This is an optimization exercise on Yosys and OpenROAD, whose aim is small area, a short achievable clock period and few clock cycles, not a production implementation. The RTL was checked by simulation tests, not by an equivalence proof against the original design. Power is estimated from default activity; no workload was simulated.

==> design/flow/design.v <==
module Top(
  input wire clock,
  input wire reset_n,
  input wire start,
  input wire [127:0] M1_ReadBus1,
  output wire [15:0] M1_ReadAddress1,
  input wire [35:0] M2_ReadBus1,
  input wire [19:0] M2_ReadBus2,
  output wire [15:0] M2_ReadAddress1,
  output wire [15:0] M2_ReadAddress2,
  output wire [127:0] M2_WriteBus,
  output wire [15:0] M2_WriteAddress,
  output wire M2_WriteEnable,
  input wire [127:0] M3_ReadBus1,
  output wire [15:0] M3_ReadAddress1,
  output wire [127:0] M3_WriteBus,
  output wire [15:0] M3_WriteAddress,
  output wire M3_WriteEnable,
  output wire [127:0] M4_WriteBus,
  output wire [15:0] M4_WriteAddress,
  output wire M4_WriteEnable
  );
  localparam REPLAY = 1'b1;
  localparam [14:0] LASTW = 15'd19199;
  localparam [27:0] NPIX = 28'd307200;
  reg s_clr, s_hist, s_drain, s_lut, s_out, s_wait, s_rep;
  wire idle = !(s_clr || s_hist || s_drain || s_lut || s_out || s_wait || s_rep);
  reg [14:0] w;         
  reg [2:0]  ph;        
  reg        dc;        
  reg o_cap, o_a2, o_b2, o_a3, o_b3, o_loop;
  reg hf;               
  reg cf;               
  reg [7:0] v;
  reg found;
  reg [7:0]  ra1, ra2;
  reg [15:0] ra3;       
  reg        pv;        
  reg        od;        
  reg [5:0]  phd;       
  reg        fwd2, fwd3;
  reg        we2, we3, m4we;
  reg [7:0]  wa2;
  reg [15:0] wa3;
  reg [14:0] m4a;
  reg [127:0] asm;
  wire [18:0] a_c3 = asm[26:8];
  wire [18:0] a_c2 = asm[67:49];
  wire [13:0] El   = asm[81:68];
  wire [13:0] Eh   = asm[95:82];
  wire [19:0] Dn   = asm[115:96];
  reg [7:0] p1, p2, p3;
  always @(*) begin
    case (ph)
      3'd0: begin p1 = M1_ReadBus1[7:0];     p2 = M1_ReadBus1[15:8];    p3 = M1_ReadBus1[23:16];   end
      3'd1: begin p1 = M1_ReadBus1[31:24];   p2 = M1_ReadBus1[39:32];   p3 = M1_ReadBus1[47:40];   end
      3'd2: begin p1 = M1_ReadBus1[55:48];   p2 = M1_ReadBus1[63:56];   p3 = M1_ReadBus1[71:64];   end
      3'd3: begin p1 = M1_ReadBus1[79:72];   p2 = M1_ReadBus1[87:80];   p3 = M1_ReadBus1[95:88];   end
      3'd4: begin p1 = M1_ReadBus1[103:96];  p2 = M1_ReadBus1[111:104]; p3 = M1_ReadBus1[119:112]; end
      3'd5: begin p1 = M1_ReadBus1[127:120]; p2 = M1_ReadBus1[111:104]; p3 = M1_ReadBus1[63:56];   end
      3'd6: begin p1 = M1_ReadBus1[15:8];    p2 = M1_ReadBus1[111:104]; p3 = M1_ReadBus1[87:80];   end
      default: begin p1 = M1_ReadBus1[39:32]; p2 = M1_ReadBus1[111:104]; p3 = M1_ReadBus1[111:104]; end
    endcase
  end
  assign M1_ReadAddress1 = {1'b0, w};
  assign M2_ReadAddress1 = {8'd0, ra1};
  assign M2_ReadAddress2 = {8'd0, ra2};
  assign M3_ReadAddress1 = ra3;
  assign M2_WriteEnable  = we2;
  assign M2_WriteAddress = {8'd0, wa2};
  assign M2_WriteBus     = {asm[31:0], asm[127:32]};
  assign M3_WriteEnable  = we3;
  assign M3_WriteAddress = wa3;
  assign M3_WriteBus     = asm;
  assign M4_WriteEnable  = m4we;
  assign M4_WriteAddress = {1'b0, m4a};
  assign M4_WriteBus     = asm;
  wire [18:0] c2 = fwd2 ? a_c2 : M2_ReadBus1[35:17];
  wire [18:0] c3 = fwd3 ? a_c3 : M3_ReadBus1[26:8];
  wire [18:0] c2n = c2 + {18'd0, pv};
  wire [18:0] c3n = c3 + {18'd0, pv};
  wire        ld   = !found && o_a2;             
  wire [18:0] cx   = (o_a3 || o_b3 || (o_b2 && !found)) ? a_c3 : a_c2;
  reg  [27:0] xop;
  reg         cin0;
  always @(*) begin
    xop = {{8{Dn[19]}}, Dn}; cin0 = 1'b0;
    if (o_a2 || o_a3) xop = found ? {1'b0, cx, 8'd0} : {9'd0, cx};
    else if (o_b2 || o_b3) begin
      if (found) begin xop = ~{9'd0, cx}; cin0 = 1'b1; end
      else xop = {9'd0, cx};
    end
  end
  wire [27:0] abase = ld ? (28'd0 - NPIX) : {Eh, El};
  wire [14:0] s14 = (hf ? abase[27:14] : abase[13:0]) + (hf ? xop[27:14] : xop[13:0]) +
                    {14'd0, hf ? cf : cin0};
  wire loop_go = found && (v != 8'd255) && !Eh[13];
  wire e_op = o_a2 || o_b2 || o_a3 || o_b3 || (o_loop && (hf || loop_go));
  wire emit = o_loop && !hf && !loop_go;
  wire lut_end = emit && (ra1 == 8'd255);
  wire wlast = (w == LASTW);
  wire [14:0] w_inc = wlast ? 15'd0 : w + 15'd1;
  wire nz_next = (M2_ReadBus1[35:17] != 19'd0) || (M3_ReadBus1[26:8] != 19'd0);
  wire hist_end = s_hist && ph == 3'd7 && wlast;
  wire out_end  = s_out && ph == 3'd5 && wlast;
  always @(posedge clock or negedge reset_n) begin
    if (!reset_n) begin
      s_clr <= 1'b0; s_hist <= 1'b0; s_drain <= 1'b0; s_lut <= 1'b0;
      s_out <= 1'b0; s_wait <= 1'b0; s_rep <= 1'b0;
      w <= 15'd0; ph <= 3'd0; dc <= 1'b0;
      o_cap <= 1'b0; o_a2 <= 1'b0; o_b2 <= 1'b0; o_a3 <= 1'b0; o_b3 <= 1'b0; o_loop <= 1'b0;
      hf <= 1'b0; found <= 1'b0; v <= 8'd0;
      pv <= 1'b0; od <= 1'b0; we2 <= 1'b0; we3 <= 1'b0; m4we <= 1'b0;
    end else begin
      pv <= s_hist;
      od <= s_out;
      m4we <= (od && phd[5]) || s_rep;
      we2 <= pv || emit;
      we3 <= pv || emit || s_clr || (REPLAY && od && phd[5]);
      if (start && idle) s_clr <= 1'b1;
      else if (s_clr && ra1 == 8'd255) begin s_clr <= 1'b0; s_hist <= 1'b1; end
      if (hist_end) begin s_hist <= 1'b0; s_drain <= 1'b1; end
      if (s_drain || s_wait) dc <= ~dc;
      if (s_drain && dc) begin
        s_drain <= 1'b0; s_lut <= 1'b1; o_cap <= 1'b1; hf <= 1'b0; found <= 1'b0; v <= 8'd0;
      end
      if (lut_end) begin s_lut <= 1'b0; s_out <= 1'b1; end
      if (out_end) begin s_out <= 1'b0; s_wait <= 1'b1; end
      if (s_wait && dc) begin
        s_wait <= 1'b0;
        if (REPLAY) s_rep <= 1'b1; else s_hist <= 1'b1;
      end
      if (s_hist) ph <= ph + 3'd1;
      else if (s_out) ph <= (ph == 3'd5) ? 3'd0 : ph + 3'd1;
      else ph <= 3'd0;
      if ((s_hist && ph == 3'd7) || (s_out && ph == 3'd5) || s_rep) w <= w_inc;
      if (o_cap) begin
        o_cap <= 1'b0;
        if (nz_next) o_a2 <= 1'b1; else o_loop <= 1'b1;
      end
      if (o_a2 || o_b2 || o_a3 || o_b3) hf <= ~hf;
      if (o_a2 && hf) begin o_a2 <= 1'b0; o_b2 <= 1'b1; end
      if (o_b2 && hf) begin
        o_b2 <= 1'b0; found <= 1'b1;
        if (found) o_a3 <= 1'b1; else o_loop <= 1'b1;
      end
      if (o_a3 && hf) begin o_a3 <= 1'b0; o_b3 <= 1'b1; end
      if (o_b3 && hf) begin o_b3 <= 1'b0; o_loop <= 1'b1; end
      if (o_loop) begin
        if (hf) begin hf <= 1'b0; v <= v + 8'd1; end
        else if (loop_go) hf <= 1'b1;
        else begin o_loop <= 1'b0; if (!lut_end) o_cap <= 1'b1; end
      end
    end
  end
  wire [7:0] ra1_inc = ra1 + 8'd1;
  always @(posedge clock) begin
    phd <= {s_out && ph == 3'd5, s_out && ph == 3'd4, s_out && ph == 3'd3,
            s_out && ph == 3'd2, s_out && ph == 3'd1, s_out && ph == 3'd0};
    if ((s_out && ph == 3'd5) || s_rep) m4a <= w;
    fwd2 <= pv && (ra1 == p1);
    fwd3 <= pv && (ra3[7:0] == p3);
    if (s_clr || emit) begin
      ra1 <= ra1_inc; ra3 <= {8'd0, ra1_inc};
    end else if (s_lut) begin
    end else if (s_drain || idle) begin
      ra1 <= 8'd0; ra3 <= 16'd0;
    end else if (s_rep || (s_wait && dc && REPLAY)) begin
      ra3 <= {1'b1, s_rep ? w_inc : 15'd0};
    end else begin
      ra1 <= p1;
      ra2 <= p2;
      ra3 <= {8'd0, p3};
    end
    wa2 <= ra1;
    wa3 <= (od && phd[5]) ? {1'b1, m4a} : {8'd0, ra3[7:0]};
    if (pv || o_cap) begin
      asm[67:49] <= c2n;
      asm[26:8]  <= c3n;
    end
    if (s_clr || emit) begin
      asm[26:8] <= 19'd0; asm[67:49] <= 19'd0;
      asm[7:0] <= v; asm[39:32] <= v;
    end
    if (e_op) begin
      if (hf) asm[95:82] <= s14[13:0];
      else begin asm[81:68] <= s14[13:0]; cf <= s14[14]; end
    end
    if (o_b2 && hf && !found) asm[115:96] <= {s14[5:0], El};
    if (s_rep) asm <= M3_ReadBus1;
    if (od) begin
      if (phd[0]) begin asm[7:0]     <= M2_ReadBus1[7:0]; asm[15:8]    <= M2_ReadBus2[7:0]; asm[23:16]   <= M3_ReadBus1[7:0]; end
      if (phd[1]) begin asm[31:24]   <= M2_ReadBus1[7:0]; asm[39:32]   <= M2_ReadBus2[7:0]; asm[47:40]   <= M3_ReadBus1[7:0]; end
      if (phd[2]) begin asm[55:48]   <= M2_ReadBus1[7:0]; asm[63:56]   <= M2_ReadBus2[7:0]; asm[71:64]   <= M3_ReadBus1[7:0]; end
      if (phd[3]) begin asm[79:72]   <= M2_ReadBus1[7:0]; asm[87:80]   <= M2_ReadBus2[7:0]; asm[95:88]   <= M3_ReadBus1[7:0]; end
      if (phd[4]) begin asm[103:96]  <= M2_ReadBus1[7:0]; asm[111:104] <= M2_ReadBus2[7:0]; asm[119:112] <= M3_ReadBus1[7:0]; end
      if (phd[5]) asm[127:120] <= M2_ReadBus1[7:0];
    end
  end
endmodule
==> design/flow/flow/run.sh <==
#!/bin/bash
set -euo pipefail
bash standard.sh 'BUFFER_PORTS_ARGS=-buffer_cell sky130_fd_sc_hd__buf_1' finish > make_finish.log 2>&1
==> design/flow/standard.sh <==
#!/bin/bash
# synth_recipe.tcl (not shown) runs the flow's synth.tcl, then flattens the netlist and writes it again
# the make line also repeats each setting of config.mk as NAME=value (left out here)
make -C /OpenROAD-flow-scripts/flow DESIGN_CONFIG=/design/flow/config.mk WORK_HOME=/design/flow/orfs CLKGATE_MAP_FILE= SYNTH_SCRIPT=/design/flow/synth_recipe.tcl "${@:-finish}"
==> design/flow/config.mk <==
export PLATFORM = sky130hd
export DESIGN_NAME = Top
export DESIGN_NICKNAME = Top
export VERILOG_FILES = /design/flow/design.v
export SDC_FILE = /design/flow/constraint.sdc
export NUM_CORES = 4
export LEC_CHECK = 0
export ABC_CLOCK_PERIOD_IN_PS = 3000
export CAP_MARGIN = 20
export CORE_MARGIN = 2
export CORE_UTILIZATION = 40
export SETUP_SLACK_MARGIN = 5
export SLEW_MARGIN = 20
==> design/flow/constraint.sdc <==
create_clock -name core_clock -period 8.0 [get_ports {clock}]
set_input_delay 1.6000 -clock core_clock [delete_from_list [all_inputs] [get_ports {clock}]]
set_output_delay 1.6000 -clock core_clock [all_outputs]
set_load 0.01 [all_outputs]
==> flow_summary.ini, run 1 <==
[outcome]
status = stopped before the end
lastStage = I/O pin placement
error_line = [ERROR PPL-0024] Number of IO pins (814) exceeds maximum number of available positions (790). Increase the die perimeter from 879.86um to 1107.04um.

[synth]
synth-xor-area-share = 0.0230
yosysWarnings = 1
synth_area_mm2 = 0.0187
synthCells = 2263
ys.flop_type = dfxtp_1
yosys.area_share.simple = 0.176
ys_seq_area_frac = 0.308
synth_edf_count = 40
synth_compound_area_frac = 0.225
synth_adder_area_share = 0.0303
muxShareOfSynthArea = 0.0862
async_flop_share = 0.184
synth_top_family_by_area = compound AO/OA/AOI/OAI gates
avgSynthCellArea_um2 = 8.24
yosys_register_bits = 255
synth.distinct_cells = 96

[die]
die_w_um = 220
fp.dieH_um = 220
row_count = 79
start_util = 0.403
==> synthesized netlist by cell type (20+ instances only) <==
master    instances  area share
a211oi_1         42       0.017
a21oi_1         154       0.041
a22oi_1          58       0.023
a31oi_1          26      0.0087
and3_1           46       0.015
buf_2            29      0.0078
buf_4           288        0.12
clkbuf_1         96       0.019
dfrtp_1          47       0.063
dfxtp_1         168        0.18
edfxtp_1         40       0.064
ha_1             42       0.028
inv_1            26      0.0052
mux2_2           45       0.027
mux2i_1          92       0.049
nand2_1         233       0.047
nand3_1          60       0.016
nand4_1          28      0.0094
nor2_1          144       0.029
nor2b_1          31       0.010
nor3_1           33      0.0089
o211ai_1         20      0.0080
o21ai_0         157       0.042
o21ai_1          24      0.0064
xnor2_1          26       0.012
xor2_1           23       0.011
==> kinds of logic after synthesis <==
logic type | count (synthesis)
buf+inv | 452
xor+xnor | 49
compound gates | 644
other cells | 1
mux | 147
flops | 255
simple gates | 671
fa+ha+maj | 44
Testbench counts, summed over its fixed seeds: cycles 2,326,192.
==> run 2: changes to the inputs <==
--- a/design/flow/config.mk
+++ b/design/flow/config.mk
@@ -8,6 +8,6 @@
 export ABC_CLOCK_PERIOD_IN_PS = 3000
 export CAP_MARGIN = 20
-export CORE_MARGIN = 2
-export CORE_UTILIZATION = 40
+export CORE_AREA = 3 3 237 237
+export DIE_AREA = 0 0 240 240
 export SETUP_SLACK_MARGIN = 5
 export SLEW_MARGIN = 20
==> flow_summary.ini, run 2 <==
[die]
fp.dieH_um = 240
io_pins = 814
die_w_um = 240
row_count = 85
dieArea_mm2 = 0.0576
start_util = 0.345
core_mm2 = 0.0540

[worst_setup_path]
startpoint_type = flop
critPathCaptureType = flop
slowest_delay_ps = 490
crit_family = compound AO/OA/AOI/OAI gates
worst-endpoint-required_ps = 8480
worstPathMaxFanout = 4
criticalPathCategory = reg2reg
cp_slowest_cell = dfrtp_4
arrival_ps = 4850
crit_path_cell_trace = o21ai_4 -> buf_12 -> mux2_4 -> ha_4 -> inv_2 -> mux4_2 -> o21ai_4 -> fa_2 -> inv_2 -> fa_2 -> a211o_1 -> a2111oi_4 -> o211ai_1 -> a31oi_2 -> mux2i_1 -> nand3_1
path_buf_inv = 3

[sta]
rsz0062_at_grt = yes
clock.fmax_mhz = 229
setup_violations = 0
hold_violations = 0
drv_slew = 0
period_share = 0.546
totalNegativeSetupSlack_ps = 0
hold_ws_ps = 480
post-route-min-period_ps = 4370
tightest_slew_ps = 1130
slew-limit-headroom = 0.248
worst_clock_skew_ps = 24.7

[final_layout]
most-common-layout-cells = buf_1, nand2_1, a21oi_1
largest_register_ffs = 128
regMostFlops = asm
final_common_cell = buf_1
top_regs = asm (128), ra3 (16), wa3 (16)
fin_nets = 3120
drive_gt1_frac = 0.140
n_fill_cell = 5625
syn_to_final_growth_pct = 19.7

[synth]
synth_area_mm2 = 0.0187
synth_most_common_cell = buf_4
ys.flop_type = dfxtp_1
synth_common_cells = buf_4, nand2_1, dfxtp_1
synthCells = 2263
synth_edf_count = 40
yosys_register_bits = 255
avgSynthCellArea_um2 = 8.24
ys_seq_area_frac = 0.308
synth_top_area_frac = 0.180
async_flop_share = 0.184
synthTopCellsByArea = dfxtp_1, buf_4, edfxtp_1
yosysWarnings = 1
yosysTopAreaCell = dfxtp_1
synth.distinct_cells = 96

[routing]
vias = 20100
initialDrtViolationCount = 1896
finalWirelength_um = 93500
drt-pass1-iter-count = 8
antenna_left = 0
routedWlPerCell_um = 26.8
vias_per_cell = 5.76
drc_errors = 0

[outcome]
status = finished clean

[grt]
grt_max_degree = 68
grt-ovfl-total = 0
grt_pass1_wl_um = 128000
grt_pass1_vias = 18300
grt_antenna_before_repair = 6
grt_use_total = 0.302

[clock_network]
clock-sinks = 255
cts_tree = yes
clockRootBuffer = clkbuf_16
insertion_delay_ps = 600
htreeDepth = 1
numCtsBuffers = 31
clk_path_buf_depth = 3
path_clk_slew_ps = 60
ctsHoldBuffers = 0

[job]
max-cap-violations = 0

[worst_hold_path]
hold_path_class = reg2reg

[power_and_ir_drop]
peakVddDrop_mv = 0.263
power_density_mw_per_mm2 = 364
p_leak_nw = 8.34

[placement]
gp_routability_congestion = 0.940
port_buffers = 766
dpl.hpwl_um = 68300
## run 2: final cells by class
class	instances	area (um^2)	area share
Timing Repair inverter	1	5.00	0.000224
Inverter	29	121	0.00543
Sequential cell	255	5800	0.260
Clock inverter	15	113	0.00504
Multi-Input combinational cell	1582	10800	0.483
Tap cell	696	871	0.0390
Timing Repair Buffer	861	3750	0.168
Clock buffer	43	861	0.0385
Antenna cell	3	7.51	0.000336
## run 2: path summary, 6_finish.rpt
path,start,endpoint,slack (ps),depth (start not counted)
worst max-delay path,found,asm[80],3630,16
worst min-delay path,ra3[11],ra3[11],480,1
worst max register to register,found,asm[80],3630,16
worst min register to register,ra3[11],ra3[11],480,1
max in group asynchronous,reset_n,found,6310,2
min in group asynchronous,reset_n,w[10],1140,2
## run 2: cell families after synthesis
| kind of cell | synth area share |
|---|---|
| DFF | 0.308 |
| other | 0.000201 |
| AOI/OAI and AO/OA | 0.225 |
| xor gates and xnor gates | 0.0230 |
| adders and majority gates | 0.0303 |
| and+or+nand+nor | 0.176 |
| muxes | 0.0862 |
| buffers and inverters | 0.152 |
## run 2: what timing repair did
action                                  4_1_cts  5_1_grt
pin swaps                                    38       33
gates cloned                                  2        1
setup buffers                                42       21
endpoints found under the setup margin      144       97
gates resized for setup                     113       55
## run 2: per-stage QoR
stage / setup WS, ps / power (mW) / cells / util / cell area (um^2)
floorplan: 3880 / 4.81 / 2288 / - / 19000
global placement: 3130 / 5.89 / 3357 / 0.375 / 20300
detailed placement: 3130 / 5.91 / 3358 / 0.375 / 20300
CTS: 3680 / 7.84 / 3460 / 0.406 / 22000
global route: 3530 / 8.58 / 3483 / 0.413 / 22300
finish: 3630 / 8.12 / 3485 / 0.413 / 22300
## run 2: power by group
part | internal (mW) | total [mW] | leakage [nW] | switching, mW
Sequential | 1.59 | 2.00 | 2.38 | 0.414
Combinational | 1.97 | 4.74 | 5.49 | 2.76
Clock | 0.782 | 1.38 | 0.476 | 0.600
Total | 4.34 | 8.12 | 8.34 | 3.78
## run 2: routing by layer
metal  global-route usage  up-vias  part of all wire
met4                0.152        4             0.060
li1                     -     8946                 -
met5                    0        -           0.00030
met1                0.383     9801              0.39
met3               0.0588      207             0.088
met2                0.490     1121              0.46
==> run 3: changes to the inputs <==
--- a/design/flow/config.mk
+++ b/design/flow/config.mk
@@ -6,8 +6,8 @@
 export NUM_CORES = 4
 export LEC_CHECK = 0
-export ABC_CLOCK_PERIOD_IN_PS = 3000
+export ABC_CLOCK_PERIOD_IN_PS = 3500
 export CAP_MARGIN = 20
 export CORE_AREA = 3 3 237 237
 export DIE_AREA = 0 0 240 240
-export SETUP_SLACK_MARGIN = 5
+export SETUP_SLACK_MARGIN = 4.5
 export SLEW_MARGIN = 20
==> flow_summary.ini, run 3 <==
[placement]
dp_cells = 3363
dpl.hpwl_um = 72000
gp_routability_congestion = 0.953
port_buffers = 766

[sta]
worst_clock_skew_ps = 21.1
setup_violations = 0
totalNegativeSetupSlack_ps = 0
slew-limit-headroom = 0.243
period_share = 0.543
rsz0062_at_grt = yes
clock.fmax_mhz = 230
hold_violations = 0
drv_slew = 0
post-route-min-period_ps = 4340
tightest_slew_ps = 1130
hold_ws_ps = 464

[synth]
synthTopCellsByArea = dfxtp_1, buf_4, edfxtp_1
avgSynthCellArea_um2 = 8.24
yosysWarnings = 1
ys_seq_area_frac = 0.308
yosysTopAreaCell = dfxtp_1
async_flop_share = 0.184
ys.flop_type = dfxtp_1
synth_most_common_cell = buf_4
synth_common_cells = buf_4, nand2_1, dfxtp_1
synth_edf_count = 40
synthCells = 2263
synth_top_area_frac = 0.180
synth.distinct_cells = 96
synth_area_mm2 = 0.0187
yosys_register_bits = 255

[final_layout]
final_cells = 3459
syn_to_final_growth_pct = 17.2
top_regs = asm (128), ra3 (16), wa3 (16)
regMostFlops = asm
drive_gt1_frac = 0.0971
most-common-layout-cells = buf_1, nand2_1, dfxtp_1
final_common_cell = buf_1
largest_register_ffs = 128
fin_util = 0.405
fin_nets = 3095

[routing]
drt-pass1-iter-count = 8
finalWirelength_um = 96800
vias_per_cell = 5.81
initialDrtViolationCount = 1847
drc_errors = 0
vias = 20100
routedWlPerCell_um = 28.0
antenna_left = 0

[power_and_ir_drop]
peakVddDrop_mv = 0.244
p_total_mw = 8.04
power_density_mw_per_mm2 = 368
p_leak_nw = 8.14

[worst_setup_path]
critPathCaptureType = flop
timing.rr.start = found
worstPathMaxFanout = 3
criticalPathCategory = reg2reg
reg2reg_depth = 16
worst-endpoint-required_ps = 8440
reg2reg_slack_ps = 3660
r2r-end = asm[80]
startpoint_type = flop
arrival_ps = 4790

[clock_network]
clock-sinks = 255
cts_tree = yes
numCtsBuffers = 34
clk_path_buf_depth = 3
htreeDepth = 2
path_clk_slew_ps = 70
insertion_delay_ps = 560
ctsHoldBuffers = 0
clockRootBuffer = clkbuf_16

[die]
io_pins = 814
die_w_um = 240
row_count = 85
core_mm2 = 0.0540
dieArea_mm2 = 0.0576
start_util = 0.345
fp.dieH_um = 240

[worst_hold_path]
min_path_cells = 1
worstHoldStart = ra3[8]
holdPathEnd = ra3[8]
hold_path_class = reg2reg

[grt]
grt-ovfl-total = 0
grt_pass1_wl_um = 134000
grt_pass1_vias = 18700
grt_max_degree = 81
grt_antenna_before_repair = 7
grt_use_total = 0.320

[outcome]
status = finished clean

[job]
max-cap-violations = 0
==> run 3: cell counts after synthesis <==
Identical to the previous run, type by type.
==> run 3: stage by stage <==
| step | setup WS (ps) | cell area, um^2 |
|---|---|---|
| floorplan | 3880 | 18900 |
| global placement | 2860 | 20200 |
| detailed placement | 2790 | 20200 |
| CTS | 3690 | 21700 |
| global route | 3460 | 21900 |
| finish | 3660 | 21900 |
==> run 3: kinds of logic after synthesis <==
family	count (synthesis)	share of synthesized area
AOI/OAI and AO/OA	644	0.225
xor gates and xnor gates	49	0.0230
adders and majority gates	44	0.0303
buffers and inverters	452	0.152
DFF	255	0.308
muxes	147	0.0862
other	1	0.000201
and+or+nand+nor	671	0.176
==> run 3: where the power goes <==
part	switching [mW]	internal [mW]	leakage, nW
clock	0.661	0.897	0.550
sequential	0.443	1.58	2.37
combinational	2.66	1.80	5.22
total	3.76	4.28	8.14
==> run 3: area by class of cell <==
class                           instances  area (um^2)
Antenna cell                            3         7.51
Multi-Input combinational cell       1581        10600
Tap cell                              696          871
Clock inverter                         15          156
Inverter                               29          114
Timing Repair Buffer                  835         3430
Sequential cell                       255         5750
Clock buffer                           45          965
Fill cell                            5688        32200
==> run 3: timing repair <==
action | 4_1_cts | 5_1_grt
pin swaps | 26 | 9
resized for setup | 46 | 22
buffers inserted | 22 | 11
setup endpoints to repair | 39 | 39
==> run 3: worst max-delay path by stage <==
| stage | cells past startpoint | slack, ps | endpoint | from |
|---|---|---|---|---|
| final | 16 | 3660 | asm[80] | found |
| after global routing | 16 | 3460 | asm[80] | found |
| after CTS | 16 | 3690 | asm[80] | found |
| after detailed placement | 15 | 2790 | asm[80] | found |
| after global placement | 15 | 2860 | asm[80] | found |
| after floorplan | 16 | 3880 | asm[80] | found |
==> run 3: critical path, cell delays in order (launching register included) <==
cell and delay, ps:
dfrtp_4 490, o21ai_4 210, buf_6 150, mux2_4 330, ha_4 270, inv_2 20, mux4_2 470, o21ai_4 170
fa_2 240, inv_2 40, fa_2 350, a211o_1 330, a2111oi_4 350, o211ai_1 170, a31oi_2 310, mux2i_1 230
nand3_1 80
==> run 3: per-layer routing <==
layer | routed length [um] | vias to the layer above | global-route usage | share of wire
li1 | - | 8887 | - | -
met1 | 40400 | 9872 | 0.428 | 0.42
met2 | 43300 | 1165 | 0.497 | 0.45
met3 | 8730 | 170 | 0.0684 | 0.090
met4 | 4260 | 4 | 0.139 | 0.044
met5 | 29 | - | 0 | 0.00030
==> run 4: changes to the inputs <==
--- a/design/flow/design.v
+++ b/design/flow/design.v
@@ -32,4 +32,6 @@
   reg hf;               
   reg cf;               
+  reg [13:0] xr;        
+  reg cinr;             
   reg [7:0] v;
   reg found;
@@ -80,26 +82,28 @@
   wire [18:0] c2n = c2 + {18'd0, pv};
   wire [18:0] c3n = c3 + {18'd0, pv};
-  wire        ld   = !found && o_a2;             
-  wire [18:0] cx   = (o_a3 || o_b3 || (o_b2 && !found)) ? a_c3 : a_c2;
-  reg  [27:0] xop;
-  reg         cin0;
-  always @(*) begin
-    xop = {{8{Dn[19]}}, Dn}; cin0 = 1'b0;
-    if (o_a2 || o_a3) xop = found ? {1'b0, cx, 8'd0} : {9'd0, cx};
-    else if (o_b2 || o_b3) begin
-      if (found) begin xop = ~{9'd0, cx}; cin0 = 1'b1; end
-      else xop = {9'd0, cx};
-    end
-  end
-  wire [27:0] abase = ld ? (28'd0 - NPIX) : {Eh, El};
-  wire [14:0] s14 = (hf ? abase[27:14] : abase[13:0]) + (hf ? xop[27:14] : xop[13:0]) +
-                    {14'd0, hf ? cf : cin0};
+  wire [14:0] s14 = (hf ? Eh : El) + xr + {14'd0, hf ? cf : cinr};
   wire loop_go = found && (v != 8'd255) && !Eh[13];
   wire e_op = o_a2 || o_b2 || o_a3 || o_b3 || (o_loop && (hf || loop_go));
   wire emit = o_loop && !hf && !loop_go;
   wire lut_end = emit && (ra1 == 8'd255);
+  wire [18:0] bus_c2 = M2_ReadBus1[35:17];
+  wire [18:0] bus_c3 = M3_ReadBus1[26:8];
+  reg  [13:0] xn;
+  reg         cn;
+  always @(*) begin
+    xn = Dn[13:0]; cn = 1'b0;
+    if (o_cap) xn = found ? {bus_c2[5:0], 8'd0} : bus_c2[13:0];
+    else if (o_a2 && !hf) xn = found ? {1'b0, a_c2[18:6]} : {9'd0, a_c2[18:14]};
+    else if (o_a2 && hf) begin xn = found ? ~a_c2[13:0] : a_c3[13:0]; cn = found; end
+    else if (o_b2 && !hf) begin xn = found ? {9'h1ff, ~a_c2[18:14]} : {9'd0, a_c3[18:14]}; cn = found; end
+    else if (o_b2 && hf) xn = found ? {a_c3[5:0], 8'd0} : El;
+    else if (o_a3 && !hf) xn = {1'b0, a_c3[18:6]};
+    else if (o_a3 && hf) begin xn = ~a_c3[13:0]; cn = 1'b1; end
+    else if (o_b3 && !hf) begin xn = {9'h1ff, ~a_c3[18:14]}; cn = 1'b1; end
+    else if (o_loop && !hf) xn = {{8{Dn[19]}}, Dn[19:14]};
+  end
   wire wlast = (w == LASTW);
   wire [14:0] w_inc = wlast ? 15'd0 : w + 15'd1;
-  wire nz_next = (M2_ReadBus1[35:17] != 19'd0) || (M3_ReadBus1[26:8] != 19'd0);
+  wire nz_next = (bus_c2 != 19'd0) || (bus_c3 != 19'd0);
   wire hist_end = s_hist && ph == 3'd7 && wlast;
   wire out_end  = s_out && ph == 3'd5 && wlast;
@@ -188,4 +192,6 @@
     end
     if (o_b2 && hf && !found) asm[115:96] <= {s14[5:0], El};
+    xr <= xn; cinr <= cn;
+    if (s_drain) asm[95:68] <= 28'd0 - NPIX;
     if (s_rep) asm <= M3_ReadBus1;
     if (od) begin
--- a/design/flow/config.mk
+++ b/design/flow/config.mk
@@ -6,8 +6,8 @@
 export NUM_CORES = 4
 export LEC_CHECK = 0
-export ABC_CLOCK_PERIOD_IN_PS = 3500
+export ABC_CLOCK_PERIOD_IN_PS = 3000
 export CAP_MARGIN = 20
 export CORE_AREA = 3 3 237 237
 export DIE_AREA = 0 0 240 240
-export SETUP_SLACK_MARGIN = 4.5
+export SETUP_SLACK_MARGIN = 5
 export SLEW_MARGIN = 20
==> flow_summary.ini, run 4 <==
[worst_setup_path]
worstPathMaxFanout = 4
slowest_delay_ps = 450
path_buf_inv = 2
arrival_ps = 3650
cpMostUsedCell = ha_4
criticalPathCategory = in2reg
worst-endpoint-required_ps = 8440
crit_path_cell_trace = buf_8 -> mux2_4 -> ha_4 -> ha_4 -> nand4_1 -> a221oi_4 -> buf_6 -> nand3_2 -> xnor2_2 -> o21ai_1 -> a221oi_2 -> nor2_1
cp_slowest_cell = a221oi_4
startpoint_type = input port
crit_family = compound AO/OA/AOI/OAI gates
critPathCaptureType = flop

[routing]
met2_length_um = 45000
vias = 20400
wl_met3_um = 8130
finalWirelength_um = 94500
vias_per_cell = 5.73
drt-pass1-iter-count = 8
drc_errors = 0
routed.top_layer = met5
routedWlPerCell_um = 26.5
antenna_left = 0
wl_met1_um = 35100
initialDrtViolationCount = 1768

[sta]
clock.fmax_mhz = 312
hold_violations = 0
drv_slew = 0
totalNegativeSetupSlack_ps = 0
post-route-min-period_ps = 3210
slew-limit-headroom = 0.238
setup_violations = 0
rsz0062_at_grt = yes
worst_clock_skew_ps = 17.2
fin_ws_ps = 4790
tightest_slew_ps = 1140
period_share = 0.401

[grt]
grt_pass1_wl_um = 129000
grt_antenna_before_repair = 7
grt_pass1_vias = 18300
grt_max_degree = 73
grt_use_total = 0.307
grt-ovfl-total = 0

[synth]
async_flop_share = 0.174
yosysWarnings = 1
synthCells = 2377
synth.distinct_cells = 84
yosysTopAreaCell = dfxtp_1
synth_top_area_frac = 0.194
synth_most_common_cell = nand2_1
synth_common_cells = nand2_1, buf_4, o21ai_0
synth_edf_count = 40
avgSynthCellArea_um2 = 7.96
synth_area_mm2 = 0.0189
yosys_register_bits = 270
synthTopCellsByArea = dfxtp_1, buf_4, edfxtp_1
ys_seq_area_frac = 0.319
ys.flop_type = dfxtp_1

[final_layout]
top_regs = asm (128), ra3 (16), wa3 (16)
final_common_cell = buf_1
most-common-layout-cells = buf_1, nand2_1, o21ai_0
regMostFlops = asm
fin_nets = 3177
syn_to_final_growth_pct = 18.4
drive_gt1_frac = 0.110
largest_register_ffs = 128

[die]
die_w_um = 240
dieArea_mm2 = 0.0576
io_pins = 814
fp.dieH_um = 240
start_util = 0.350
row_count = 85
core_mm2 = 0.0540

[clock_network]
htreeDepth = 2
path_clk_slew_ps = 60
clockRootBuffer = clkbuf_16
numCtsBuffers = 36
insertion_delay_ps = 550
ctsHoldBuffers = 0
clock-sinks = 270
cts_tree = yes
clk_path_buf_depth = 3

[job]
max-cap-violations = 0

[placement]
dpl.hpwl_um = 69600
gp_routability_congestion = 0.952
dp_slack_ps = 3720
port_buffers = 766

[power_and_ir_drop]
p_total_mw = 7.46
p_leak_nw = 8.28
peakVddDrop_mv = 0.227
power_density_mw_per_mm2 = 333

[outcome]
status = finished clean

[worst_hold_path]
hold_path_class = reg2reg
run 4: cell types whose count changed in the layout (fill, tap and decap cells not counted), sizes merged, moves of 18 or more:
| cell | change |
|---|---|
| a221oi | +23 |
| and3 | -21 |
| o21ai | +32 |
| nand4 | -18 |
| a222oi | +28 |
| a211oi | -30 |
| nand2 | +65 |
| nor2 | +18 |
| o22ai | +21 |
| a21oi | +48 |
| a22oi | -37 |
run 4: logic make-up (layout without fill, tap and decap cells):
kind of cell / after synthesis / after routing / synth area share
adder cells (fa/ha/maj): 28 / 28 / 0.0193
XOR/XNOR: 50 / 50 / 0.0231
AO/OA/AOI/OAI: 719 / 719 / 0.242
AND/OR/NAND/NOR: 711 / 711 / 0.177
flip-flops: 270 / 270 / 0.319
buffers and inverters: 472 / 931 / 0.150
other: 1 / 30 / 0.000198
multiplexers: 126 / 126 / 0.0690
run 4: repair_timing:
item / 4_1_cts / 5_1_grt
resized for setup: 82 / 45
setup endpoints to repair: 180 / 44
pin swaps: 10 / 30
endpoints found under the hold margin: 0 / 0
setup buffers: 13 / 22
run 4: power breakdown:
part,leakage [nW],total [mW],switching (mW),internal (mW)
clock network,0.598,1.69,0.671,1.02
logic,5.11,3.53,2.19,1.34
registers,2.58,2.25,0.526,1.72
run 4: worst reg2reg max path: cells and delay by family (launching register included):
kind                     cells  cell delay [ps]
AO/OA/AOI/OAI                3              790
buffers and inverters        2              700
AND/OR/NAND/NOR              3              370
multiplexers                 1              340
flip-flops                   1              310
adder cells (fa/ha/maj)      2              290
XOR/XNOR                     1              180
run 4: final timing paths:
kind                                  from       to  slack (ps)  cells after the start
max in group asynchronous          reset_n    s_rep        6130                      2
min in group asynchronous          reset_n     o_b2        1210                      2
setup / recovery           M2_ReadBus1[17]  asm[63]        4790                     12
setup reg to reg                      fwd2  asm[63]        4910                     12
hold reg to reg                    ra3[13]  ra3[13]         460                      2
hold / removal                     ra3[13]  ra3[13]         460                      2
run 4: final cells by class:
type | instances | area (um^2)
multi-input cells | 1660 | 10600
clock inverters | 15 | 161
well taps | 696 | 871
flip-flops and latches | 270 | 6100
inverters | 30 | 118
diodes | 4 | 10.0
clock buffers | 50 | 1050
repair buffers | 836 | 3500
fillers | 5719 | 31600
run 4: stage by stage:
stage | util | area, um^2 | cells | hold slack, ps
2_1_floorplan | - | 19200 | 2402 | 434
3_3_place_gp | 0.380 | 20500 | 3457 | 450
3_5_place_dp | 0.380 | 20500 | 3457 | 454
4_1_cts | 0.408 | 22000 | 3535 | 461
5_1_grt | 0.415 | 22400 | 3559 | 504
6_report | 0.415 | 22400 | 3561 | 460
run 4: metal layers:
layer,track usage,up-vias
li1,-,9230
met1,0.364,9725
met2,0.524,1207
met3,0.0571,248
met4,0.168,6
met5,0,-
Testbench counts of run 4, summed over its fixed seeds: cycles 2,326,192.
==> run 5: changes to the inputs <==
--- a/design/flow/design.v
+++ b/design/flow/design.v
@@ -21,5 +21,5 @@
   output wire M4_WriteEnable
   );
-  localparam REPLAY = 1'b1;
+  localparam REPLAY = 1'b0;
   localparam [14:0] LASTW = 15'd19199;
   localparam [27:0] NPIX = 28'd307200;
==> flow_summary.ini, run 5 <==
[synth]
yosys_register_bits = 261
async_flop_share = 0.176
ys.flop_type = dfxtp_1
synthTopCellsByArea = dfxtp_1, buf_4, edfxtp_1
yosys.area_share.simple = 0.153
synth_adder_area_share = 0.0212
ys_seq_area_frac = 0.354
synth_most_common_cell = buf_4
synthCells = 2017
synth_compound_area_frac = 0.201
synth_edf_count = 66
synth_area_mm2 = 0.0173
synth-xor-area-share = 0.0248
synth_top_family_by_area = compound AO/OA/AOI/OAI gates
muxShareOfSynthArea = 0.0827
synth_top_area_frac = 0.173
avgSynthCellArea_um2 = 8.56
synth_common_cells = buf_4, nand2_1, o21ai_0
yosysTopAreaCell = dfxtp_1
yosysWarnings = 1
synth.distinct_cells = 79

[job]
max-cap-violations = 0

[clock_network]
clockRootBuffer = clkbuf_16
cts_tree = yes
htreeDepth = 2
numCtsBuffers = 34
path_clk_slew_ps = 60
clock-sinks = 261
clk_path_buf_depth = 3
insertion_delay_ps = 560

[grt]
grt_use_total = 0.311
grt_pass1_wl_um = 127000
grt-ovfl-total = 0
grt_max_degree = 61
grt_pass1_vias = 16300
grt_antenna_before_repair = 3

[final_layout]
regMostFlops = asm
most-common-layout-cells = buf_1, nand2_1, o21ai_0
n_fill_cell = 5584
drive_gt1_frac = 0.144
largest_register_ffs = 128
fin_nets = 2755
top_regs = asm (128), wa3 (16)
fin_util = 0.378
final_common_cell = buf_1
syn_to_final_growth_pct = 18.3

[placement]
port_buffers = 657
gp_routability_congestion = 0.987
dpl.hpwl_um = 71000

[die]
die_w_um = 240
io_pins = 814
row_count = 85
fp.dieH_um = 240
dieArea_mm2 = 0.0576
start_util = 0.320
core_mm2 = 0.0540

[worst_setup_path]
cpMostUsedCell = buf_4
critPathCaptureType = flop
path_buf_inv = 9
arrival_ps = 3780
worst-endpoint-required_ps = 8490
crit_path_cell_trace = buf_8 -> mux2_4 -> ha_4 -> ha_4 -> nand4_1 -> buf_4 -> buf_4 -> buf_4 -> buf_4 -> buf_4 -> buf_4 -> buf_4 -> buf_6 -> nand2_2 -> o211ai_1 -> o221a_2 -> o21ai_2
criticalPathCategory = in2reg
worstPathMaxFanout = 4
crit_family = buffers and inverters
startpoint_type = input port
slowest_delay_ps = 210
cp_slowest_cell = buf_4

[routing]
routedWlPerCell_um = 30.1
finalWirelength_um = 94400
antenna_left = 0
vias = 17900
drc_errors = 0
initialDrtViolationCount = 2132
vias_per_cell = 5.71
drt-pass1-iter-count = 8

[sta]
setup_violations = 0
tightest_slew_ps = 1080
worst_clock_skew_ps = 22.0
totalNegativeSetupSlack_ps = 0
drv_slew = 0
rsz0062_at_grt = yes
slew-limit-headroom = 0.280
hold_violations = 0
period_share = 0.411
post-route-min-period_ps = 3290
clock.fmax_mhz = 304

[worst_hold_path]
hold_path_class = reg2reg

[outcome]
status = finished clean

[power_and_ir_drop]
peakVddDrop_mv = 0.173
power_density_mw_per_mm2 = 352
p_leak_nw = 7.71
==> run 5: cell types whose count changed in the layout (fill, tap and decap cells not counted), moves of 9 or more <==
cell / before / now
a21oi_1: 195 / 107
a222oi_1: 33 / 22
buf_1: 739 / 619
dfxtp_1: 152 / 83
dfxtp_2: 29 / 59
edfxtp_1: 40 / 66
inv_1: 23 / 32
nand2_1: 296 / 219
nor2_1: 154 / 113
o211ai_1: 32 / 20
o21ai_0: 198 / 163
o31ai_1: 11 / 21
==> run 5: logic make-up (layout without fill, tap and decap cells) <==
kind of cell	count (synthesis)	count (layout)
flops	261	261
fa+ha+maj	28	28
buf+inv	448	836
simple gates	559	559
xor+xnor	49	49
other cells	1	36
compound gates	539	539
mux	132	132
==> run 5: final timing paths <==
path	start	end	slack, ps	depth (start not counted)
min in group asynchronous	reset_n	w[10]	1140	2
hold reg to reg	ph[0]	ph[0]	500	1
max in group asynchronous	reset_n	hf	6350	2
setup / recovery	M2_ReadBus1[17]	asm[53]	4710	17
setup reg to reg	fwd2	asm[53]	4880	17
hold / removal	ph[0]	ph[0]	500	1
==> run 5: through the flow <==
step	instances	area, um^2	hold slack [ps]	worst slack [ps]	power [mW]
6_report	3136	20400	504	4710	7.19
5_1_grt	3134	20400	516	4660	7.57
4_1_cts	3101	20000	498	4800	7.01
3_5_place_dp	3011	18400	484	3550	5.31
3_3_place_gp	3011	18400	477	3570	5.28
2_1_floorplan	2050	17600	352	4310	4.28
==> run 5: per-layer routing <==
layer | share of wire | GRT usage
met1 | 0.39 | 0.393
met2 | 0.43 | 0.457
met3 | 0.13 | 0.129
met4 | 0.052 | 0.148
met5 | 0.00014 | 0
==> run 5: final cells by class <==
type	instances	area [um^2]	share of cell area
clock inverter	17	181	0.00888
timing repair buffer	741	3300	0.162
tap	696	871	0.0426
inverter	33	128	0.00624
multi-input combinational	1341	8780	0.429
clock buffer	45	953	0.0466
sequential	261	6220	0.304
antenna	2	5.00	0.000245
==> run 5: power by group <==
part	leakage (nW)	switching (mW)	internal, mW
Combinational	4.62	2.05	1.27
Sequential	2.54	0.588	1.69
Clock	0.552	0.652	0.942
Total	7.71	3.29	3.90
==> run 5: what timing repair did <==
action	4_1_cts	5_1_grt
pin swaps	11	20
hold buffers	0	0
resized for setup	116	58
buffers inserted	27	32
setup endpoints to repair	273	100
cloned	1	1
Testbench counts of run 5, summed over its fixed seeds: cycles 4,343,112.
==> run 6: changes to the inputs <==
--- a/design/flow/design.v
+++ b/design/flow/design.v
@@ -21,5 +21,5 @@
   output wire M4_WriteEnable
   );
-  localparam REPLAY = 1'b0;
+  localparam REPLAY = 1'b1;
   localparam [14:0] LASTW = 15'd19199;
   localparam [27:0] NPIX = 28'd307200;
--- a/design/flow/config.mk
+++ b/design/flow/config.mk
@@ -9,4 +9,5 @@
 export CAP_MARGIN = 20
 export CORE_AREA = 3 3 237 237
+export CTS_BUF_LIST = sky130_fd_sc_hd__clkbuf_4 sky130_fd_sc_hd__clkbuf_8
 export DIE_AREA = 0 0 240 240
 export SETUP_SLACK_MARGIN = 5
==> flow_summary.ini, run 6 <==
[outcome]
status = finished clean

[job]
max-cap-violations = 0

[worst_setup_path]
reg2reg_slack_ps = 5080
cp_slowest_cell = a221oi_4
cpMostUsedCell = ha_4
startpoint_type = input port
arrival_ps = 3650
worstPathMaxFanout = 3
slowest_delay_ps = 410
crit_path_cell_trace = buf_8 -> mux2_4 -> ha_4 -> ha_4 -> nand4b_1 -> a221oi_4 -> buf_6 -> nor3b_2 -> xor2_1 -> o21ai_1 -> a221oi_2 -> nor2_1
worst-endpoint-required_ps = 8520
criticalPathCategory = in2reg
critPathCaptureType = flop

[clock_network]
cts_tree = yes
clockRootBuffer = clkbuf_8
path_clk_slew_ps = 60
clk_path_buf_depth = 3
clock-sinks = 270
insertion_delay_ps = 650
htreeDepth = 2
numCtsBuffers = 53

[grt]
grtUsageMet2 = 0.516
grt_max_degree = 73
grt_util_met3 = 0.0635
grt_use_met1 = 0.363
busiest_layer = met2
grt_antenna_before_repair = 9
grt-ovfl-total = 0
grt_pass1_vias = 18400
grt_use_total = 0.308
grt_pass1_wl_um = 130000

[synth]
yosysTopAreaCell = dfxtp_1
synth_edf_count = 40
yosys_register_bits = 270
synthTopCellsByArea = dfxtp_1, buf_4, edfxtp_1
ys_seq_area_frac = 0.319
synthCells = 2377
ys.flop_type = dfxtp_1
synth_top_area_frac = 0.194
yosysWarnings = 1
synth_most_common_cell = nand2_1
avgSynthCellArea_um2 = 7.96
synth_area_mm2 = 0.0189
async_flop_share = 0.174
synth.distinct_cells = 84
synth_common_cells = nand2_1, buf_4, o21ai_0

[sta]
post-route-min-period_ps = 3130
hold_ws_ps = 460
clock.fmax_mhz = 320
totalNegativeSetupSlack_ps = 0
hold_violations = 0
slew-limit-headroom = 0.218
setup_violations = 0
drv_slew = 0
tightest_slew_ps = 1170
worst_clock_skew_ps = 28.4
rsz0062_at_grt = yes
period_share = 0.391

[die]
fp.dieH_um = 240
start_util = 0.350
die_w_um = 240
dieArea_mm2 = 0.0576
row_count = 85
io_pins = 814
core_mm2 = 0.0540

[routing]
vias = 20500
drc_errors = 0
drt-pass1-iter-count = 9
initialDrtViolationCount = 1695
antenna_left = 0
finalWirelength_um = 94900
vias_per_cell = 5.73
routedWlPerCell_um = 26.4

[placement]
dp_cells = 3457
gp_routability_congestion = 0.952
dpl.hpwl_um = 69600
port_buffers = 766

[final_layout]
fin_util = 0.414
regMostFlops = asm
final_common_cell = buf_1
most-common-layout-cells = buf_1, nand2_1, o21ai_0
n_fill_cell = 5777
top_regs = asm (128), ra3 (16), wa3 (16)
fin_nets = 3190
drive_gt1_frac = 0.132
final-seq-area_mm2 = 0.00617
final_cells = 3587
largest_register_ffs = 128
multiInputGateArea_mm2 = 0.0105
syn_to_final_growth_pct = 18.2

[power_and_ir_drop]
peakVddDrop_mv = 0.182
p_leak_nw = 8.28
power_density_mw_per_mm2 = 329

[worst_hold_path]
hold_path_class = reg2reg
run 6: timing repair:
item	in CTS	in global routing
setup buffers	19	12
gates cloned	0	0
pin swaps	6	15
resized for setup	137	40
setup endpoints to repair	301	42
hold buffers	0	0
run 6: final timing paths:
path / endpoint / from / cells after the start
min in group asynchronous: o_b2 / reset_n / 2
min reg2reg: ra3[13] / ra3[13] / 2
min: ra3[13] / ra3[13] / 2
max: asm[59] / M2_ReadBus1[17] / 12
max reg2reg: asm[59] / fwd2 / 12
max in group asynchronous: ph[2] / reset_n / 2
run 6: area by class of cell:
class,count,area share
Antenna cell,3,0.000336
Clock buffer,76,0.0440
Clock inverter,20,0.00856
Inverter,30,0.00526
Multi-Input combinational cell,1660,0.471
Sequential cell,270,0.276
Tap cell,696,0.0389
Timing Repair Buffer,832,0.156
run 6: cell families (layout without fill, tap and decap cells):
logic type	Yosys count	count (layout)	synth area share
AOI/OAI and AO/OA	719	719	0.242
and+or+nand+nor	711	711	0.177
buffers and inverters	472	958	0.150
DFF	270	270	0.319
muxes	126	126	0.0690
xor gates and xnor gates	50	50	0.0231
adders and majority gates	28	28	0.0193
other	1	29	0.000198
run 6: critical path, delay by kind of cell:
family	cells	cell delay, ps
buffers and inverters	2	240
adder cells (fa/ha/maj)	2	290
AO/OA/AOI/OAI	3	760
multiplexers	1	150
XOR/XNOR	1	170
AND/OR/NAND/NOR	3	440
run 6: metal layers:
metal / share of wire / vias to the layer above
li1: - / 9268
met1: 0.37 / 9754
met2: 0.47 / 1241
met3: 0.090 / 275
met4: 0.073 / 6
met5: 0.00042 / -
run 6: report_power, final:
group,total (mW),switching [mW],internal (mW)
Clock,1.58,0.684,0.891
Sequential,2.23,0.502,1.73
Combinational,3.56,2.20,1.35
run 6: through the flow:
stage | power (mW) | cell area [um^2] | worst slack, ps
after floorplan | 4.53 | 19200 | 4530
after detailed placement | 5.55 | 20500 | 3720
after global routing | 7.77 | 22400 | 4740
after CTS | 7.26 | 22100 | 4920
final | 7.36 | 22400 | 4870
after global placement | 5.54 | 20500 | 3810
Testbench counts of run 6, summed over its fixed seeds: cycles 2,326,192.
==> run 7: changes to the inputs <==
--- a/design/flow/design.v
+++ b/design/flow/design.v
@@ -52,4 +52,34 @@
   wire [13:0] Eh   = asm[95:82];
   wire [19:0] Dn   = asm[115:96];
+  function [18:0] inc19;
+    input [18:0] c;
+    input ci;
+    integer i;
+    begin
+      for (i = 0; i < 19; i = i + 1)
+        inc19[i] = c[i] ^ (ci & ((c & ((19'd1 << i) - 19'd1)) == ((19'd1 << i) - 19'd1)));
+    end
+  endfunction
+  function [14:0] add14;
+    input [13:0] a, b;
+    input ci;
+    integer i, l;
+    reg [14:0] g, p, g2, p2;
+    begin
+      g = {(a & b), ci};
+      p = {(a ^ b), 1'b0};
+      for (l = 1; l < 16; l = l * 2) begin
+        g2 = g; p2 = p;
+        for (i = 0; i < 15; i = i + 1)
+          if ((i & l) != 0) begin
+            g2[i] = g[i] | (p[i] & g[(i & ~(l - 1)) - 1]);
+            p2[i] = p[i] & p[(i & ~(l - 1)) - 1];
+          end
+        g = g2; p = p2;
+      end
+      add14[13:0] = a ^ b ^ g[13:0];
+      add14[14] = g[14];
+    end
+  endfunction
   reg [7:0] p1, p2, p3;
   always @(*) begin
@@ -80,7 +110,7 @@
   wire [18:0] c2 = fwd2 ? a_c2 : M2_ReadBus1[35:17];
   wire [18:0] c3 = fwd3 ? a_c3 : M3_ReadBus1[26:8];
-  wire [18:0] c2n = c2 + {18'd0, pv};
-  wire [18:0] c3n = c3 + {18'd0, pv};
-  wire [14:0] s14 = (hf ? Eh : El) + xr + {14'd0, hf ? cf : cinr};
+  wire [18:0] c2n = inc19(c2, pv);
+  wire [18:0] c3n = inc19(c3, pv);
+  wire [14:0] s14 = add14(hf ? Eh : El, xr, hf ? cf : cinr);
   wire loop_go = found && (v != 8'd255) && !Eh[13];
   wire e_op = o_a2 || o_b2 || o_a3 || o_b3 || (o_loop && (hf || loop_go));
--- a/design/flow/config.mk
+++ b/design/flow/config.mk
@@ -9,5 +9,4 @@
 export CAP_MARGIN = 20
 export CORE_AREA = 3 3 237 237
-export CTS_BUF_LIST = sky130_fd_sc_hd__clkbuf_4 sky130_fd_sc_hd__clkbuf_8
 export DIE_AREA = 0 0 240 240
 export SETUP_SLACK_MARGIN = 5
==> flow_summary.ini, run 7 <==
[sta]
hold_ws_ps = 459
post-route-min-period_ps = 3110
hold_violations = 0
tightest_slew_ps = 1180
fin_ws_ps = 4890
worst_clock_skew_ps = 29.0
totalNegativeSetupSlack_ps = 0
period_share = 0.389
drv_slew = 0
clock.fmax_mhz = 321
slew-limit-headroom = 0.213
rsz0062_at_grt = yes
setup_violations = 0

[synth]
ys.flop_type = dfxtp_1
yosysTopAreaCell = dfxtp_1
async_flop_share = 0.174
muxShareOfSynthArea = 0.0908
yosysWarnings = 1
yosys_register_bits = 270
synth_common_cells = buf_4, nand2_1, o21ai_0
synth_area_mm2 = 0.0190
synthCells = 2362
synth_top_family_by_area = compound AO/OA/AOI/OAI gates
synth-xor-area-share = 0.0328
ys_seq_area_frac = 0.318
yosys.area_share.simple = 0.163
synth_compound_area_frac = 0.218
synth_most_common_cell = buf_4
synth_top_area_frac = 0.193
synth.distinct_cells = 82
avgSynthCellArea_um2 = 8.04
synthTopCellsByArea = dfxtp_1, buf_4, edfxtp_1
synth_adder_area_share = 0.0200
synth_edf_count = 40

[job]
max-cap-violations = 0

[routing]
drt-pass1-iter-count = 7
drc_errors = 0
finalWirelength_um = 100000
initialDrtViolationCount = 2366
routedWlPerCell_um = 28.2
antenna_left = 0
vias = 20400
vias_per_cell = 5.74

[final_layout]
drive_gt1_frac = 0.117
most-common-layout-cells = buf_1, nand2_1, o21ai_0
fin_nets = 3168
syn_to_final_growth_pct = 18.1
regMostFlops = asm
n_fill_cell = 5635
final_cells = 3556
top_regs = asm (128), ra3 (16), wa3 (16)
design_area_mm2 = 0.0224
final_common_cell = buf_1
multiInputGateArea_mm2 = 0.0105
largest_register_ffs = 128
final-seq-area_mm2 = 0.00612
fin_util = 0.415

[worst_setup_path]
crit_family = flip-flops
worstSetupEndpoint = M3_WriteBus[76]
arrival_ps = 1510
cp_slowest_cell = dfxtp_1
worstPathMaxFanout = 7
reg2reg_slack_ps = 4940
crit_path_cell_trace = buf_1
timing.rr.start = hf
startpoint_type = flop
reg2reg_depth = 13
crit_path_start = asm[76]
path_buf_inv = 1
slowest_delay_ps = 730
crit_cells = 1
r2r-end = asm[76]
critPathCaptureType = output port
worst-endpoint-required_ps = 6400
criticalPathCategory = reg2out

[die]
dieArea_mm2 = 0.0576
start_util = 0.351
fp.dieH_um = 240
core_mm2 = 0.0540
io_pins = 814
die_w_um = 240
row_count = 85

[grt]
grt-ovfl-total = 0
grt_max_degree = 73
grt_pass1_vias = 18600
grt_use_total = 0.326
grt_antenna_before_repair = 13
grt_pass1_wl_um = 136000

[power_and_ir_drop]
peakVddDrop_mv = 0.184
p_total_mw = 7.82
p_leak_nw = 8.37
power_density_mw_per_mm2 = 349

[clock_network]
clockRootBuffer = clkbuf_16
cts_tree = yes
numCtsBuffers = 35
htreeDepth = 2
insertion_delay_ps = 570
path_clk_slew_ps = 60
clk_path_buf_depth = 3
clock-sinks = 270

[placement]
post_dp_cell_area_mm2 = 0.0205
port_buffers = 766
gp_routability_congestion = 0.957
dp_cells = 3445
dpl.hpwl_um = 74100
dp_slack_ps = 3880

[worst_hold_path]
hold_path_class = reg2reg

[outcome]
status = finished clean
-- run 7: cell count changes in the layout (fill, tap and decap cells not counted), moves of 19 or more --
cell,previous run,this run
o211ai_1,32,10
clkbuf_16,0,37
nand2_1,295,263
nor2b_1,28,9
dfxtp_1,119,138
mux2i_1,87,115
clkbuf_8,66,3
inv_1,25,54
-- run 7: layer usage --
layer  share of wire  track usage  vias to the layer above  wire length, um
li1                -            -                     9093                -
met1            0.38        0.402                     9744            38300
met2            0.45        0.505                     1305            45000
met3           0.095       0.0772                      252             9570
met4           0.073        0.221                        4             7340
met5         0.00024            0                        -               24
-- run 7: worst min-delay path by stage --
stage                  from      end  slack (ps)  cells past startpoint
detailed placement  ra3[11]  ra3[11]         450                      2
global placement    ra3[10]  ra3[10]         440                      2
finish              ra3[13]  ra3[13]         460                      2
floorplan            s_hist       pv         350                      0
global route        ra3[15]  ra3[15]         480                      2
CTS                 ra3[13]  ra3[13]         460                      2
-- run 7: cell type report --
| type | instances | share of cell area |
|---|---|---|
| tap | 696 | 0.0388 |
| multi-input combinational | 1619 | 0.467 |
| clock inverter | 17 | 0.00603 |
| inverter | 60 | 0.0100 |
| timing repair buffer | 839 | 0.160 |
| sequential | 270 | 0.273 |
| antenna | 9 | 0.00100 |
| clock buffer | 46 | 0.0441 |
-- run 7: worst register-to-register path: stages (launching register included) --
cell      delay, ps
dfrtp_4         520
buf_6           130
mux2_2          350
ha_4            230
o21a_1          180
o31a_1          120
o31a_1          280
o21a_1          200
nor2_2          140
fa_2            240
xor2_2          180
o21ai_2         100
a221oi_2        220
nor2_1           70
-- run 7: report_power, final --
part           switching, mW  internal, mW  total [mW]
Clock                  0.687         0.911        1.60
Sequential             0.578          1.73        2.31
Combinational           2.37          1.54        3.91
Total                   3.64          4.19        7.82
-- run 7: timing repair --
action | CTS | global route
endpoints found under the setup margin | 204 | 118
hold buffers | 0 | 0
cloned | 1 | 0
gates resized for setup | 87 | 89
pin swaps | 15 | 30
endpoints found under the hold margin | 0 | 0
setup buffers | 17 | 20
-- run 7: cells by family (layout without fill, tap and decap cells) --
family                     Yosys count  count (layout)
adders and majority gates           28              28
xor gates and xnor gates            71              71
other                                1              35
and+or+nand+nor                    673             673
buffers and inverters              498             962
AOI/OAI and AO/OA                  660             660
DFF                                270             270
muxes                              161             161
Testbench counts of run 7, summed over its fixed seeds: cycles 2,326,192.
==> run 8: changes to the inputs <==
--- a/design/flow/config.mk
+++ b/design/flow/config.mk
@@ -6,7 +6,8 @@
 export NUM_CORES = 4
 export LEC_CHECK = 0
-export ABC_CLOCK_PERIOD_IN_PS = 3000
+export ABC_AREA = 1
 export CAP_MARGIN = 20
 export CORE_AREA = 3 3 237 237
+export CTS_BUF_LIST = sky130_fd_sc_hd__clkbuf_4 sky130_fd_sc_hd__clkbuf_8
 export DIE_AREA = 0 0 240 240
 export SETUP_SLACK_MARGIN = 5
==> flow_summary.ini, run 8 <==
[outcome]
status = finished clean

[worst_setup_path]
crit_path_cell_trace = buf_2
crit_cells = 1
r2r-end = asm[75]
reg2reg_depth = 9
path_buf_inv = 1
slowest_delay_ps = 460
crit_family = flip-flops
arrival_ps = 1360
worstPathMaxFanout = 5
criticalPathCategory = reg2out
worst-endpoint-required_ps = 6400
startpoint_type = flop
cp_slowest_cell = dfxtp_2
critPathCaptureType = output port
reg2reg_slack_ps = 5160
timing.rr.start = hf

[synth]
async_flop_share = 0.174
yosysWarnings = 1
synth_top_area_frac = 0.196
yosysTopAreaCell = dfxtp_1
avgSynthCellArea_um2 = 6.57
synth.distinct_cells = 54
synth_edf_count = 40
yosys_register_bits = 270
synth_common_cells = nand2_1, nor2_1, buf_4
ys_seq_area_frac = 0.324
synth_most_common_cell = nand2_1
synth_area_mm2 = 0.0187
synthTopCellsByArea = dfxtp_1, nand2_1, buf_4
ys.flop_type = dfxtp_1
synthCells = 2839

[sta]
totalNegativeSetupSlack_ps = 0
worst_clock_skew_ps = 60.3
hold_violations = 0
post-route-min-period_ps = 2960
setup_violations = 0
period_share = 0.370
hold_ws_ps = 468
drv_slew = 0
tightest_slew_ps = 1110
slew-limit-headroom = 0.263
clock.fmax_mhz = 338
rsz0062_at_grt = yes

[power_and_ir_drop]
power_density_mw_per_mm2 = 296
p_leak_nw = 9.53
peakVddDrop_mv = 0.146

[clock_network]
path_clk_slew_ps = 70
clockRootBuffer = clkbuf_8
cts_tree = yes
ctsHoldBuffers = 0
htreeDepth = 2
clk_path_buf_depth = 3
insertion_delay_ps = 670
clock-sinks = 270
numCtsBuffers = 51

[routing]
antenna_left = 0
drt-pass1-iter-count = 6
vias_per_cell = 5.26
finalWirelength_um = 100000
vias = 21300
initialDrtViolationCount = 1932
routedWlPerCell_um = 24.7
drc_errors = 0

[final_layout]
largest_register_ffs = 128
final-seq-area_mm2 = 0.00618
syn_to_final_growth_pct = 15.9
drive_gt1_frac = 0.0929
top_regs = asm (128), ra3 (16), wa3 (16)
n_fill_cell = 5924
most-common-layout-cells = nand2_1, buf_1, nor2_1
final_common_cell = nand2_1
multiInputGateArea_mm2 = 0.00909
fin_nets = 3660
regMostFlops = asm

[worst_hold_path]
min_path_cells = 2
hold_path_class = reg2reg
worstHoldStart = ra3[8]
holdPathEnd = ra3[8]

[die]
row_count = 85
dieArea_mm2 = 0.0576
core_mm2 = 0.0540
start_util = 0.345
fp.dieH_um = 240
io_pins = 814
die_w_um = 240

[grt]
grt_pass1_wl_um = 137000
grt_use_total = 0.331
grt-ovfl-total = 0
grt_pass1_vias = 19700
grt_antenna_before_repair = 9
grt_max_degree = 77

[placement]
dpl.hpwl_um = 78100
gp_routability_congestion = 1.01
port_buffers = 766

[job]
max-cap-violations = 0
-- run 8: cell type report --
cell class,count,area share
Antenna cell,5,0.000578
Inverter,280,0.0493
Tap cell,696,0.0402
Timing Repair Buffer,800,0.150
Sequential cell,270,0.285
Timing Repair inverter,1,0.000231
Clock inverter,16,0.00862
Multi-Input combinational cell,1913,0.420
Clock buffer,78,0.0456
-- run 8: kinds of logic (layout without fill, tap and decap cells) --
| kind of cell | count (synthesis) | after routing | synth area share |
|---|---|---|---|
| buffers and inverters | 681 | 1175 | 0.198 |
| other | 1 | 31 | 0.000201 |
| AO/OA/AOI/OAI | 551 | 551 | 0.168 |
| AND/OR/NAND/NOR | 1293 | 1293 | 0.283 |
| XOR/XNOR | 14 | 14 | 0.00657 |
| adder cells (fa/ha/maj) | 28 | 28 | 0.0204 |
| flip-flops | 270 | 270 | 0.324 |
| multiplexers | 1 | 1 | 0.000536 |
-- run 8: worst max path at each step --
| stage | start | end | slack, ps |
|---|---|---|---|
| global placement | found | ra2[6] | 4300 |
| CTS | asm[98] | M4_WriteBus[98] | 5000 |
| detailed placement | found | ra2[4] | 4340 |
| global route | v[0] | ra1[0] | 4970 |
| floorplan | M3_ReadBus1[13] | asm[24] | 5160 |
| finish | asm[97] | M4_WriteBus[97] | 5040 |
-- run 8: metrics by stage --
step	cells	setup WS [ps]	utilization	total power [mW]	instance area, um^2
after floorplan	2864	5160	-	3.81	18800
after global placement	3947	4300	0.371	4.67	20000
after detailed placement	3947	4340	0.371	4.69	20000
after CTS	4052	5000	0.399	6.38	21600
after global routing	4057	4970	0.400	6.82	21600
final	4059	5040	0.401	6.41	21600
-- run 8: metal layers --
metal | GRT usage | share of wire | up-vias
met5 | 0 | 0.00026 | -
met4 | 0.235 | 0.082 | 4
met3 | 0.0701 | 0.090 | 275
met2 | 0.544 | 0.46 | 1238
met1 | 0.383 | 0.37 | 9900
li1 | - | - | 9932
-- run 8: repair_timing --
action | in CTS | in global routing
setup endpoints to repair | 272 | 87
resized for setup | 146 | 22
gates cloned | 2 | 0
setup buffers | 9 | 2
pin swaps | 0 | 0
-- run 8: power breakdown --
part,switching [mW],internal (mW)
Combinational,1.91,0.940
Sequential,0.359,1.62
Clock,0.692,0.893
Total,2.96,3.45
-- run 8: tightest hold or removal path, stage by stage, from the launching register on --
cell and delay, ps:
dfxtp_1 330, nand2_1 50, o21ai_0 60

[afterwards: timing with drivers on the ports]
Ports are ideal in the flow. The routed layouts listed here were re-timed in OpenROAD. Step 1, drivers: a clkbuf_16 drives clock and a buf_2 each remaining input, both assumed. Step 2 also shifts input and output timing later by t, the mid clock arrival at the registers, as if the neighbouring blocks saw the same clock. Slacks: ideal ports / drivers / drivers and shift; pairs: ideal ports / drivers.
run | shift t [ns] | slack for setup (ns) | worst hold slack (ns) | worst data-port slew with drivers (ns)
run 2 | 0.639 | 3.629 / 3.629 / 3.629 | 0.480 / 0.480 / 0.480 | 0.11
run 3 | 0.611 | 3.655 / 3.655 / 3.655 | 0.464 / 0.464 / 0.464 | 0.14
run 4 | 0.605 | 4.790 / 4.792 / 4.187 | 0.460 / 0.460 / 0.460 | 0.13
run 5 | 0.607 | 4.712 / 4.713 / 4.106 | 0.504 / 0.504 / 0.504 | 0.09
run 6 | 0.697 | 4.872 / 4.871 / 4.174 | 0.460 / 0.460 / 0.460 | 0.13
run 7 | 0.597 | 4.887 / 4.842 / 4.409 | 0.459 / 0.459 / 0.459 | 0.16
run 8 | 0.695 | 5.038 / 4.988 / 4.496 | 0.468 / 0.468 / 0.468 | 0.15
After both steps setup and hold are still met in every run listed. For run 6, which loses most, drivers alone change the setup slack by -0.001 ns; drivers and shift together by -0.698 ns.
